What follows belongs to an exercise in optimizing a design on an open flow for a short achievable clock period and few clock cycles; a production flow would make more cautious choices.
Function was checked by simulation only, so behaviour that the tests miss may differ from the original.
No driver is modelled on the clock port, so clock power and skew are understated where the tree is cut down; a real chip needs a root buffer or a tree.
Power is estimated from default activity; no workload was simulated.

## run 1
// ARM
module ARM (
  input clk, rst,
  output [31:0] imem_addr,
  input [31:0] imem_rdata,
  output [31:0] dmem_addr, dmem_wdata,
  output dmem_we, dmem_re,
  input [31:0] dmem_rdata
);
For scale: roughly 6400 cells after synthesis, roughly 1000 flip-flops, roughly 160 I/O pins, about 63000 sq um of cells after synthesis.
clock: 33.0 ns
lec_check: 0
abc_clock_period_in_ps: 3000
cap_margin: 20
core_margin: 2
core_utilization: 50
slew_margin: 20
standard.sh (not shown) runs the stock make flow with config.mk's settings and CLKGATE_MAP_FILE= SYNTH_SCRIPT=/design/flow/synth_recipe.tcl, a recipe that flattens the netlist after the stock synthesis.
==> flow/flow/run.sh <==
#!/bin/bash
# Standard ORFS layout, with two changes in how it is made (the clock period
# and constraints stay the design's):
#  - the timing repair steps aim for a large setup slack (flow/margin.txt);
#  - the clock tree is a balanced two-level tree built by flow/cts_hook.tcl.
set -euo pipefail
MARGIN=$(cat flow/margin.txt)
HOOK=$PWD/flow/cts_hook.tcl
export PRE_CTS_TCL=$HOOK
bash standard.sh SETUP_SLACK_MARGIN=$MARGIN PRE_CTS_TCL=$HOOK finish > flow_make.log 2>&1
==> flow/flow/cts_hook.tcl <==
# Build a two-level clock tree: NR root clkbuf_16 driven by the clk port, each
# driving a share of K leaf clkbuf_16 placed at k-means centres of the flops.
proc kmeans {pts k iters} {
  # pts: list of {x y}; returns list of centre {x y}
  set n [llength $pts]
  set cs {}
  for {set i 0} {$i < $k} {incr i} { lappend cs [lindex $pts [expr {int($i * $n / $k)}]] }
  for {set it 0} {$it < $iters} {incr it} {
    set sx [lrepeat $k 0.0]; set sy [lrepeat $k 0.0]; set sn [lrepeat $k 0]
    set asg {}
    foreach p $pts {
      lassign $p px py
      set best 0; set bd 1e30; set j 0
      foreach c $cs {
        lassign $c cx cy
        set d [expr {abs($px-$cx)+abs($py-$cy)}]
        if {$d < $bd} { set bd $d; set best $j }
        incr j
      }
      lappend asg $best
      lset sx $best [expr {[lindex $sx $best]+$px}]
      lset sy $best [expr {[lindex $sy $best]+$py}]
      lset sn $best [expr {[lindex $sn $best]+1}]
    }
    set ncs {}
    for {set j 0} {$j < $k} {incr j} {
      if {[lindex $sn $j] > 0} {
        lappend ncs [list [expr {[lindex $sx $j]/[lindex $sn $j]}] [expr {[lindex $sy $j]/[lindex $sn $j]}]]
      } else { lappend ncs [lindex $cs $j] }
    }
    set cs $ncs
  }
  return [list $cs $asg]
}

# Split a group of point indices into groups of at most cap points, by
# repeated two-way k-means.
proc split_group {pts idx cap} {
  if {[llength $idx] <= $cap} { return [list $idx] }
  set sub {}
  foreach i $idx { lappend sub [lindex $pts $i] }
  lassign [kmeans $sub 2 20] cs asg
  set a {}; set b {}
  set j 0
  foreach i $idx {
    if {[lindex $asg $j] == 0} { lappend a $i } else { lappend b $i }
    incr j
  }
  if {[llength $a] == 0 || [llength $b] == 0} {
    set h [expr {[llength $idx] / 2}]
    set a [lrange $idx 0 [expr {$h - 1}]]
    set b [lrange $idx $h end]
  }
  return [concat [split_group $pts $a $cap] [split_group $pts $b $cap]]
}

proc centre {pts idx} {
  set sx 0.0; set sy 0.0
  foreach i $idx { lassign [lindex $pts $i] x y; set sx [expr {$sx + $x}]; set sy [expr {$sy + $y}] }
  set n [llength $idx]
  return [list [expr {$sx / $n}] [expr {$sy / $n}]]
}

proc build_tree {K NR cap} {
  set db [ord::get_db]
  set block [ord::get_db_block]
  set master [$db findMaster sky130_fd_sc_hd__clkbuf_16]
  set clk [$block findNet clk]
  set sinks {}
  set pts {}
  foreach it [$clk getITerms] {
    set inst [$it getInst]
    set bb [$inst getBBox]
    lappend sinks $it
    lappend pts [list [expr {([$bb xMin]+[$bb xMax])/2.0}] [expr {([$bb yMin]+[$bb yMax])/2.0}]]
  }
  lassign [kmeans $pts $K 30] cs asg
  set groups {}
  for {set j 0} {$j < $K} {incr j} { lappend groups {} }
  set i 0
  foreach a $asg { lset groups $a [concat [lindex $groups $a] $i]; incr i }
  set leaves {}
  foreach g $groups {
    if {[llength $g] == 0} { continue }
    foreach h [split_group $pts $g $cap] { lappend leaves $h }
  }
  set lcs {}
  foreach g $leaves { lappend lcs [centre $pts $g] }
  puts "clock tree: [llength $sinks] sinks, [llength $leaves] leaf buffers, $NR roots"
  # roots: split the leaves into NR (1, 2 or 4) equal groups, by x then by y
  set order [lsort -real -index 1 [lmap c $lcs i [lsearch -all $lcs *] {list $i [lindex $c 0]}]]
  set nl [llength $lcs]
  set halves [list [lrange $order 0 [expr {$nl / 2 - 1}]] [lrange $order [expr {$nl / 2}] end]]
  if {$NR == 1} { set halves [list $order] }
  set groups2 {}
  foreach h $halves {
    if {$NR == 4} {
      set hy [lsort -real -index 1 [lmap e $h {list [lindex $e 0] [lindex [lindex $lcs [lindex $e 0]] 1]}]]
      set m [expr {[llength $hy] / 2}]
      lappend groups2 [lrange $hy 0 [expr {$m - 1}]] [lrange $hy $m end]
    } else {
      lappend groups2 $h
    }
  }
  set rasg [lrepeat $nl 0]
  set rcs {}
  set r 0
  foreach g $groups2 {
    set sx 0.0; set sy 0.0
    foreach e $g {
      set j [lindex $e 0]
      lset rasg $j $r
      lassign [lindex $lcs $j] x y
      set sx [expr {$sx + $x}]; set sy [expr {$sy + $y}]
    }
    lappend rcs [list [expr {$sx / [llength $g]}] [expr {$sy / [llength $g]}]]
    incr r
  }
  set rnets {}
  for {set r 0} {$r < $NR} {incr r} {
    set b [odb::dbInst_create $block $master "ctsroot_$r"]
    lassign [lindex $rcs $r] x y
    $b setLocation [expr {int($x)}] [expr {int($y)}]
    $b setPlacementStatus PLACED
    [$b findITerm A] connect $clk
    set n [odb::dbNet_create $block "clknet_root_$r"]
    $n setSigType CLOCK
    [$b findITerm X] connect $n
    lappend rnets $n
  }
  set j 0
  foreach g $leaves {
    set b [odb::dbInst_create $block $master "ctsleaf_$j"]
    lassign [lindex $lcs $j] x y
    # move the leaf part of the way towards its root: shorter root nets,
    # longer leaf nets (which have 16 times the drive between them)
    lassign [lindex $rcs [lindex $rasg $j]] rx ry
    set x [expr {$x + 0.9 * ($rx - $x)}]
    set y [expr {$y + 0.9 * ($ry - $y)}]
    $b setLocation [expr {int($x)}] [expr {int($y)}]
    $b setPlacementStatus PLACED
    [$b findITerm A] connect [lindex $rnets [lindex $rasg $j]]
    set n [odb::dbNet_create $block "clknet_leaf_$j"]
    $n setSigType CLOCK
    [$b findITerm X] connect $n
    foreach i $g {
      set it [lindex $sinks $i]
      $it disconnect
      $it connect $n
    }
    incr j
  }
}

# Place each output port's flip-flop next to the port's buffer, when the
# flip-flop drives nothing else (the detailed placement after this legalizes).
proc pull_output_flops {} {
  set block [ord::get_db_block]
  set moved 0
  foreach bt [$block getBTerms] {
    if {[$bt getIoType] != "OUTPUT"} { continue }
    set net [$bt getNet]
    set buf ""
    foreach it [$net getITerms] { if {[$it isOutputSignal]} { set buf [$it getInst] } }
    if {$buf == ""} { continue }
    set ait [$buf findITerm A]
    if {$ait == "NULL"} { continue }
    set ain [$ait getNet]
    if {$ain == "NULL"} { continue }
    set ff ""
    set nload 0
    foreach it [$ain getITerms] {
      if {[$it isOutputSignal]} { set ff [$it getInst] } else { incr nload }
    }
    if {$ff == "" || $nload != 1 || ![[$ff getMaster] isSequential]} { continue }
    lassign [$buf getLocation] x y
    $ff setLocation $x $y
    $ff setPlacementStatus PLACED
    incr moved
  }
  puts "pull_output_flops: moved $moved flip-flops"
}

# ---------------------------------------------------------------------------
# Hook run by ORFS's cts.tcl (PRE_CTS_TCL) after the placed design is loaded:
# build a balanced two-level tree (4 root clkbuf_16 on the clock port, leaf
# clkbuf_16 at k-means centres of the flip-flops, at most 20 flip-flops each, a quarter of the leaves on each root)
# instead of TritonCTS's three-level H-tree, then make the flow's own
# clock_tree_synthesis call a no-op. Every flip-flop sees the same two buffer
# levels; nothing is skewed on purpose.
pull_output_flops
set nsinks [llength [[[ord::get_db_block] findNet clk] getITerms]]
set nleaf [expr {($nsinks + 17) / 18}]
build_tree $nleaf 4 20
set_propagated_clock [all_clocks]
rename clock_tree_synthesis __orig_clock_tree_synthesis
proc clock_tree_synthesis {args} {
  puts "clock tree built by cts_hook.tcl; TritonCTS skipped"
}
Other scripts of this flow, unchanged in this note and not shown: flow/flow/margin.txt
Both conditions hold for run 1: the flow ran to the end and the final layout passed the timing, design-rule and antenna checks.
Testbench counts of run 1, summed over its fixed seeds: cycles 39,566.
## Diff of input files: run 2 against run 1
--- a/flow/flow/cts_hook.tcl
+++ b/flow/flow/cts_hook.tcl
@@ -137,4 +137,4 @@
     lassign [lindex $rcs [lindex $rasg $j]] rx ry
-    set x [expr {$x + 0.9 * ($rx - $x)}]
-    set y [expr {$y + 0.9 * ($ry - $y)}]
+    set x [expr {$x + 0.6 * ($rx - $x)}]
+    set y [expr {$y + 0.6 * ($ry - $y)}]
     $b setLocation [expr {int($x)}] [expr {int($y)}]
@@ -186,3 +186,3 @@
 # build a balanced two-level tree (4 root clkbuf_16 on the clock port, leaf
-# clkbuf_16 at k-means centres of the flip-flops, at most 20 flip-flops each, a quarter of the leaves on each root)
+# clkbuf_16 at k-means centres of the flip-flops, at most 24 flip-flops each, a quarter of the leaves on each root)
 # instead of TritonCTS's three-level H-tree, then make the flow's own
@@ -192,4 +192,4 @@
 set nsinks [llength [[[ord::get_db_block] findNet clk] getITerms]]
-set nleaf [expr {($nsinks + 17) / 18}]
-build_tree $nleaf 4 20
+set nleaf [expr {($nsinks + 21) / 22}]
+build_tree $nleaf 4 24
 set_propagated_clock [all_clocks]
### Flow results
Run 2: PASS, flow complete, no timing, DRC or antenna violations
Summary of run 2 over run 1: net switching power figure went down 0.050 mW; initial antenna violation count went down 7; register share of total power went up 0.6 points; routed length on met2 went down about 0.7%; via count went down 0.54%.
Input-level comparison between run 3 and run 2:
--- a/flow/flow/cts_hook.tcl
+++ b/flow/flow/cts_hook.tcl
@@ -137,4 +137,4 @@
     lassign [lindex $rcs [lindex $rasg $j]] rx ry
-    set x [expr {$x + 0.6 * ($rx - $x)}]
-    set y [expr {$y + 0.6 * ($ry - $y)}]
+    set x [expr {$x + 0.9 * ($rx - $x)}]
+    set y [expr {$y + 0.9 * ($ry - $y)}]
     $b setLocation [expr {int($x)}] [expr {int($y)}]
==> results.txt <==
- On worst IR drop on VDD: between run 3 and run 2, it ends up higher for run 3.
- Status: met3 routing resource usage after global routing parity (run 3, run 2)
- Overall routing resource usage ended up 0.20 points higher on run 3 than on run 2.
- Run 2 → run 3: achievable clock frequency moved up, fraction of the cycle the final worst path needs was more or less identical, aggregate routed wire length higher, post-layout total power stayed essentially flat, final period demand of the worst path went down by 31 ps.
- On area added between synthesis and finish, run 2 tracks run 3 almost exactly.
- Reported for run 3 and run 2, number of distinct library cells after synthesis turned out identical to the last digit.
- As far as combinational power is concerned, run 3 and run 2 perform about the same.
No run of this note takes its clock network from TritonCTS; it comes from the design's own scripts or RTL.

==> re-timing with driven ports <==
How much do the figures lean on ideal ports? The routed layouts below were timed once more, with nothing changed but the port constraints.
Step 1 assumes that a clkbuf_16 drives the clock port and a buf_2 every other input.
Step 2 times the ports against the registers' clock, not the clock port: input delays grow and output delays shrink by t, the midpoint of the rising clock arrivals with the driver on.
Three values: no drivers, after step 1, after step 2; two values: the first two.
| run | shift t [ns] | setup WS [ns] | worst setup path at the end | clock arrival spread, ns | worst register clock-pin slew, ns |
|---|---|---|---|---|---|
| run 1 | 0.617 | 25.472 / 25.302 / 25.283 | input to register | 0.063 / 0.062 | 0.12 / 0.12 |
| run 2 | 0.599 | 25.481 / 25.313 / 25.339 | input to register | 0.090 / 0.089 | 0.11 / 0.11 |
| run 3 | 0.574 | 25.512 / 25.347 / 25.326 | input to register | 0.077 / 0.077 | 0.12 / 0.12 |
After both steps setup and hold are still met in every run listed. The setup slack of run 1, which loses most, moves by -0.170 ns with the drivers and by -0.189 ns with both steps.
